Context: an optimization exercise on an open-source flow, tuned for small area. The choices shown serve that exercise and are no tape-out recipe. The RTL was checked by simulation tests, not by an equivalence proof against the original design. The clock port is modelled as an ideal driver, which makes a skipped or thinned clock tree look cheaper than it is; a real chip needs a root buffer or a tree. Power is estimated from default activity; no workload was simulated.

== build 21 ==
// space_invaders_vga
module space_invaders_vga (
  input         clk,
  input         rst_n,
  input  [3:1]  key,
  input  [17:0] sw,
  output        vga_clk,
  output        vga_hs,
  output        vga_vs,
  output        vga_blank_n,
  output        vga_sync_n,
  output [7:0]  vga_r,
  output [7:0]  vga_g,
  output [7:0]  vga_b,
  output        led_done,
  output [14:0] fb0_addr,
  output [23:0] fb0_wdata,
  output        fb0_wren,
  input  [23:0] fb0_rdata,
  output [14:0] fb1_addr,
  output [23:0] fb1_wdata,
  output        fb1_wren,
  input  [23:0] fb1_rdata
);
reg       vclk;
reg [9:0] x;    
reg [9:0] y;    
wire x_end = x[9] & x[8] & (&x[4:0]);    
wire y_end = y[9] & y[3] & y[2];          
always @(posedge clk or negedge rst_n)
	if (!rst_n) begin
		vclk <= 1'b0;
		x <= 10'd0;
		y <= 10'd0;
	end else begin
		vclk <= ~vclk;
		if (!vclk) begin
			if (x_end) begin
				x <= 10'd0;
				y <= y_end ? 10'd0 : y + 1'b1;
			end else
				x <= x + 1'b1;
		end
	end
wire x_act = ~(x[9] & (x[8] | x[7]));                 
wire y_act = ~(y[9] | (y[8] & y[7] & y[6] & y[5]));   
assign vga_clk     = vclk;
assign vga_hs      = ~((x >= 10'd655) && (x < 10'd751));
assign vga_vs      = ~(~y[9] & (y[8:4] == 5'b11110) & y[3] & ~y[2] & (y[1] ^ y[0]));  
assign vga_blank_n = x_act & y_act;
assign vga_sync_n  = 1'b1;
assign led_done    = 1'b0;
wire fd = y[9] | (y[8] & y[7] & y[6] & (y[5] | (&y[4:0])));
wire y479 = ~y[9] & (y[8:5] == 4'b1110) & (&y[4:0]);
wire x0 = (x == 10'd0);
wire istart = y479 & x0 & ~vclk;    
reg first;    
wire [10:0] sw_in = {sw[17:14], sw[6:0]};
wire [10:0] db;
genvar gi;
generate for (gi = 0; gi < 11; gi = gi + 1) begin : dbs
	reg       lvl;
	reg [6:0] c;
	wire eq   = sw_in[gi] ^ lvl;
	wire term = ~(c[6] | c[4] | c[2] | c[1] | c[0]);    
	wire jt   = ~(c[6] | c[3] | c[2] | c[1] | c[0]);    
	wire gate = eq & ~first;
	always @(posedge clk)
		c <= gate ? {c[5:2], c[1], c[0] | jt, c[6] ^ c[5]} : 7'd17;
	always @(posedge clk or negedge rst_n)
		if (!rst_n)
			lvl <= 1'b0;
		else if (gate & term)
			lvl <= ~lvl;
	assign db[gi] = lvl ^ jt;
end endgenerate
wire        db17 = db[10];
wire [2:0]  dbc  = db[9:7];
wire [6:0]  dby  = db[6:0];
reg       started;
reg [9:0] px;
  ...
Settings: LEC_CHECK=0, CAP_MARGIN=20, CORE_MARGIN=2, CORE_UTILIZATION=40, PLACE_DENSITY=0.6, SLEW_MARGIN=20; clock period 20.0 ns.
run.sh (not shown) runs the stock make flow with config.mk's settings and CLKGATE_MAP_FILE= SYNTH_SCRIPT=/design/flow/synth_recipe.tcl, a recipe that flattens the netlist after the stock synthesis.
Here is what was changed in the inputs of build 48 compared with build 21.
==> flow/flow/run.sh (new file) <==
#!/bin/bash
# Layout flow: the standard ORFS flow, with
#  - synthesis mapped by an area-oriented ABC script, without Yosys's
#    full-adder extraction (the registers are those of the standard synthesis);
#  - the smallest buffer (buf_1) on every input and output port;
#  - clock tree synthesis with clkbuf_8 only and without dummy loads.
# Each step's full output goes to a log file in the work folder.
set -euo pipefail
W=$(pwd)
S=$W/scripts
rm -rf "$S"
cp -r "$FLOW_HOME/scripts" "$S"
cp "$W/flow/abc_area.script" "$S/abc_area.script"
export BUFFER_PORTS_ARGS="-buffer_cell sky130_fd_sc_hd__buf_1"
export CTS_ARGS="${CTS_ARGS_OVERRIDE:--sink_clustering_enable -repair_clock_nets -dont_use_dummy_load -buf_list sky130_fd_sc_hd__clkbuf_8}"
V=(SCRIPTS_DIR=$S ABC_AREA=1 ADDER_MAP_FILE=)
bash standard.sh synth "${V[@]}" > "$W/log_1_synth.txt" 2>&1
bash standard.sh floorplan "${V[@]}" > "$W/log_2_floorplan.txt" 2>&1
bash standard.sh place "${V[@]}" > "$W/log_3_place.txt" 2>&1
bash standard.sh cts "${V[@]}" > "$W/log_4_cts.txt" 2>&1
bash standard.sh route "${V[@]}" > "$W/log_5_route.txt" 2>&1
bash standard.sh finish "${V[@]}" > "$W/log_6_finish.txt" 2>&1
==> flow/flow/abc_area.script (new file) <==
strash
&get -n
&st
&dch
&nf -a -R 1000
&put
==> flow/standard.sh (new file) <==
#!/bin/bash
# synth_recipe.tcl (not shown) runs the flow's synth.tcl, then flattens the netlist and writes it again
# the make line also repeats each setting of config.mk as NAME=value (left out here)
make -C /OpenROAD-flow-scripts/flow DESIGN_CONFIG=/design/flow/config.mk WORK_HOME=/design/flow/orfs CLKGATE_MAP_FILE= SYNTH_SCRIPT=/design/flow/synth_recipe.tcl "${@:-finish}"
removed: flow/run.sh
Results
Delta (build 48 minus build 21): power in combinational cells saw a decrease; final worst hold slack now smaller; global-route usage over all layers went down 0.37 points.

========
Another version of the RTL of space_invaders_vga (not shown whole).
Size in the first run: roughly 160 flip-flops, about 180 I/O pins, roughly 7000 um2 of cells after synthesis.
Settings: LEC_CHECK=0, CAP_MARGIN=20, CORE_MARGIN=2, CORE_UTILIZATION=65, PLACE_DENSITY=0.75, SLEW_MARGIN=20; clock period 20.0 ns.
standard.sh (not shown) runs the stock make flow with config.mk's settings and CLKGATE_MAP_FILE= SYNTH_SCRIPT=/design/flow/synth_recipe.tcl, a recipe that flattens the netlist after the stock synthesis.
==> flow/flow/run.sh <==
#!/bin/bash
# Layout flow: the standard ORFS flow, with
#  - synthesis mapped by an area-oriented ABC script (with deepsyn), without Yosys's
#    full-adder extraction (the registers are those of the standard synthesis);
#  - the smallest buffer (buf_1) on every input and output port;
#  - a clock tree built by hand (flow/cts_tree.tcl): a root and six leaf
#    clkbuf_16 buffers,
#    each driving one cluster of flip-flops, in place of clock_tree_synthesis.
# Each step's full output goes to a log file in the work folder.
set -euo pipefail
W=$(pwd)
S=$W/scripts
rm -rf "$S"
cp -r "$FLOW_HOME/scripts" "$S"
cp "$W/flow/abc_area.script" "$S/abc_area.script"
sed -i "s|^log_cmd clock_tree_synthesis .*|source $W/flow/cts_tree.tcl|" "$S/cts.tcl"
grep -q "cts_tree.tcl" "$S/cts.tcl"
export BUFFER_PORTS_ARGS="-buffer_cell sky130_fd_sc_hd__buf_1"
V=(SCRIPTS_DIR=$S ABC_AREA=1 ADDER_MAP_FILE=)
bash standard.sh synth "${V[@]}" > "$W/log_1_synth.txt" 2>&1
bash standard.sh floorplan "${V[@]}" > "$W/log_2_floorplan.txt" 2>&1
bash standard.sh place "${V[@]}" > "$W/log_3_place.txt" 2>&1
bash standard.sh cts "${V[@]}" > "$W/log_4_cts.txt" 2>&1
bash standard.sh route "${V[@]}" > "$W/log_5_route.txt" 2>&1
bash standard.sh finish "${V[@]}" > "$W/log_6_finish.txt" 2>&1
==> flow/flow/abc_area.script <==
strash
&get -n
&st
&deepsyn -T 120
&dch
&nf -a -R 1000
&put
Other scripts of this flow, unchanged in this note and not shown: flow/flow/cts_tree.tcl
The baseline completed with no timing, DRC or antenna violations.
Rerun with:
--- a/flow/flow/run.sh
+++ b/flow/flow/run.sh
@@ -1,5 +1,6 @@
 #!/bin/bash
 # Layout flow: the standard ORFS flow, with
-#  - synthesis mapped by an area-oriented ABC script (with deepsyn), without Yosys's
+#  - synthesis mapped by an area-oriented ABC script (deepsyn, then amap),
+#    without Yosys's
 #    full-adder extraction (the registers are those of the standard synthesis);
 #  - the smallest buffer (buf_1) on every input and output port;
==> flow/flow/abc_area.script (replaced) <==
strash
&get -n
&st
&deepsyn -T 120
&put
dch
amap
Result:
- The new run finished with timing, DRC and antenna clean
- global-route usage goes up by 2.0 points
- hold slack improves by 0.0066 ns
- design area decreases by 1.6%
- via count goes up by 8.7%
- wire length goes up by 8.4%
- setup slack loses 0.011 ns
- final cell count rose by 7.6%
In every run of this note, the design's own scripts or RTL, not TritonCTS, make the clock network.

==> separate check: timing with driven ports <==
The flow's constraints put no driver on any port. The routed layouts listed below were extracted and timed again, unchanged, in two steps. Step 1: set_driving_cell puts a clkbuf_16 on clk and a buf_2 on each other input, an assumption about the parent block. Step 2 moves the port delays by t, midway between the first and last clock arrival at a register: inputs arrive t later, outputs are due t later. That takes back most of the time a late clock gives input paths. a / b / c = ideal ports / drivers / drivers and shift; a / b = the first two.
run	shift t [ns]	setup WS [ns]	worst setup path at the end	slew at the worst register clock pin (ns)	pins driven straight from the clock port
build 21	0.465	10.596 / 10.568 / 10.568	input to output	0.07 / 0.07	1
build 48	0.464	11.497 / 11.474 / 11.474	input to output	0.09 / 0.09	1
the first run of note 2	0.383	11.550 / 11.524 / 11.524	input to output	0.10 / 0.10	1
the second run of note 2	0.391	11.539 / 11.504 / 11.504	input to output	0.11 / 0.11	1
After both steps every run listed still meets setup and hold. For the second run of note 2, which loses most, drivers alone change the setup slack by -0.035 ns; drivers and shift together by -0.035 ns.
